This design comes from an exercise in tuning for small area on the open sky130 flow, not from production work.
At most, simulation tests tie the RTL to the original design; equivalence was not proved.
No activity file was given, so power comes from the tool's default toggle rates.

Design DPA, start of the top module:
module DPA (clk,reset,IM_A, IM_Q,IM_D,IM_WEN,CR_A,CR_Q);
input clk;
input reset;
output [19:0] IM_A;
input [23:0] IM_Q;
output [23:0] IM_D;
output IM_WEN;
output [8:0] CR_A;
input [12:0] CR_Q;
genvar k;
reg [2:0] ph;
reg [18:0] hi;
reg [1:0] pno;
reg [19:0] fb, pa;
reg sz128, sz256;
reg [5:0] sec, min;
reg [4:0] hour;
reg [29:0] acc;
reg pb;
wire ph0 = (ph == 3'd0);
wire ph1 = (ph == 3'd1);
wire ph2 = (ph == 3'd2);
wire ph3 = (ph == 3'd3);
wire ph4 = ph[2];
wire [19:0] hc;
wire [18:0] hn;
assign hc[0] = 1'b1;
generate for (k = 0; k < 19; k = k + 1) begin : hinc
	assign hn[k] = hi[k] ^ hc[k];
	assign hc[k+1] = hi[k] & hc[k];
end endgenerate
wire wrap = hc[19];
wire init = ~(hi[18] | hi[17] | hi[16]);
wire hdr  = (hi[18:12] == 7'd30);
wire clk1 = (hi[18:12] == 7'd31);
wire clk2 = (hi[18:12] == 7'd80);
wire clkd = clk1 | clk2;
wire pass = ~hi[18] & hi[17] & ~hi[15];
wire first = ~hi[16];
wire rl = wrap | init;
wire [18:0] hload = {hn[18:17], hn[16:13] | {4{rl}}, hn[12:11], hn[10] | rl, hn[9], hn[8:7] | {2{rl}}, hn[6:0]};
always @(posedge clk or posedge reset)
	if (reset) begin
		ph <= 3'd0;
		hi <= 19'd0;
	end else begin
		ph <= {ph3, ph2 | (ph1), ph0 | ph2};
		if (ph4) hi <= hload;
	end
wire [1:0] pnext = {pno[1] ^ pno[0], ~pno[0]};
wire plast = ({pno == 2'd3, pnext} == IM_Q[2:0]);
always @(posedge clk or posedge reset)
	if (reset) pno <= 2'd0;
	else if (wrap & ph4) pno <= plast ? 2'd0 : pnext;
always @(posedge clk) begin
	if (init & ph3) fb <= IM_Q[19:0];
	if (hdr & ph2) pa <= IM_Q[19:0];
	if (hdr & ph3) begin
		sz128 <= IM_Q[7];
		sz256 <= IM_Q[8];
	end
end
  ...
Size: roughly 720 cells after synthesis, about 110 flip-flops, about 93 I/O pins, roughly 7700 um2 of cells after synthesis.
export LEC_CHECK = 0
export CAP_MARGIN = 20
export CORE_MARGIN = 2
export CORE_UTILIZATION = 40
export CTS_BUF_LIST = sky130_fd_sc_hd__clkbuf_4
export CTS_CLUSTER_SIZE = 20
export SLEW_MARGIN = 20
create_clock -name core_clock -period 10.0 [get_ports {clk}]
standard.sh (not shown) runs the stock make flow with config.mk's settings and CLKGATE_MAP_FILE= SYNTH_SCRIPT=/design/flow/synth_recipe.tcl, a recipe that flattens the netlist after the stock synthesis.
==> flow/flow/run.sh <==
#!/bin/bash
set -euo pipefail
export BUFFER_PORTS_ARGS="-buffer_cell sky130_fd_sc_hd__buf_1"
export CTS_ARGS="-sink_clustering_enable -repair_clock_nets -buf_list sky130_fd_sc_hd__clkbuf_4 -sink_clustering_size 20 -dont_use_dummy_load"
bash standard.sh > standard_flow.log 2>&1
Rerun with:
--- a/flow/design.v
+++ b/flow/design.v
@@ -163,27 +163,29 @@
 reg [3:0] hs;
 always @(*)
 	if (hdr) hs = {1'b0, pno, 1'b1} + 4'd2 + {3'd0, ph[1]};
 	else hs = {1'b0, ph} - 4'd1;
 wire [19:0] base = ({20{sW}} & fb) | ({20{sP}} & pa);
 wire [19:0] off = ({20{clkd}} & {4'd0, 3'b111, cr, cx}) |
                   ({20{sA}} & {4'd0, py, pxh, px0}) |
                   ({20{sE}} & {6'd0, Y1, pxh}) |
                   ({20{sF}} & {2'd0, py, dy, pxh, px0, dx}) |
                   ({20{sH}} & {16'd0, hs});
-wire [12:0] ac;
+wire [20:0] ac;
+wire [7:0] sp = (base[15:8] | off[15:8]) & ~(base[15:8] & off[15:8]);
+wire skip = &sp;
 assign ac[0] = sE & dx1;
-generate for (k = 0; k < 12; k = k + 1) begin : aadd
-	assign IM_A[k] = base[k] ^ off[k] ^ ac[k];
-	assign ac[k+1] = (base[k] & off[k]) | (ac[k] & (base[k] ^ off[k]));
+generate for (k = 0; k < 20; k = k + 1) begin : aadd
+	wire ci = (k == 16) ? (skip ? ac[8] : ac[16]) : ac[k];
+	assign IM_A[k] = base[k] ^ off[k] ^ ci;
+	assign ac[k+1] = (base[k] & off[k]) | (ci & (base[k] ^ off[k]));
 end endgenerate
-assign IM_A[19:12] = base[19:12] + {2'b00, off[17:12]} + {7'd0, ac[12]};
 wire [29:0] s;
 generate for (k = 0; k < 3; k = k + 1) begin : ch
 	wire [10:0] c;
 	wire [9:0] q10 = {2'b00, IM_Q[k*8+7:k*8]};
 	assign c[0] = 1'b0;
 	genvar j;
 	for (j = 0; j < 10; j = j + 1) begin : b
 		wire a = acc[k*10+j] & ~ph1;
 		wire q = q10[j];
 		assign s[k*10+j] = a ^ q ^ c[j];
Result:
- With this change the flow reached the layout checks and failed them: negative setup slack
- cell count fell by 2.5%
- total power hardly moves
- fmax fell by 7.1%
- clock-buffer cell count stays the same
- die area fell by 0.31%
- sequential share of layout area fell by 0.34 points
- routed wire length fell by 3.7%
- worst setup slack gets worse by 750 ps
- via count fell by 3.2%
- cell area rose by 0.90%
- global-route usage fell by 0.21 points
- non-clock buffer count rose by 13
- worst hold slack stays flat
- first-iteration DRC count rose by 8.2%
Function not checked in the second run of this note: the RTL went through the layout flow alone.

[separate check: timing with driven ports]
How much do the figures lean on ideal ports? The routed layouts below were timed once more, with nothing changed but the port constraints.
Step 1 (the two cells are an assumption about what drives the block):
set clk [get_ports {clk}]
set_driving_cell -lib_cell sky130_fd_sc_hd__clkbuf_16 $clk
set_driving_cell -lib_cell sky130_fd_sc_hd__buf_2 [delete_from_list [all_inputs] $clk]
Step 2 also shifts input and output timing later by t, the mid clock arrival at the registers, as if the neighbouring blocks saw the same clock.
Slacks: ideal / step 1 / step 2; pairs: ideal / step 1.
| run | t, ns | setup WS [ns] | latest minus earliest clock arrival (ns) | slew at the worst register clock pin (ns) |
|---|---|---|---|---|
| the first run | 0.563 | 0.186 / 0.150 / 0.713 | 0.036 / 0.036 | 0.10 / 0.10 |
| the second run | 0.546 | -0.567 / -0.604 / -0.059 | 0.031 / 0.031 | 0.11 / 0.11 |
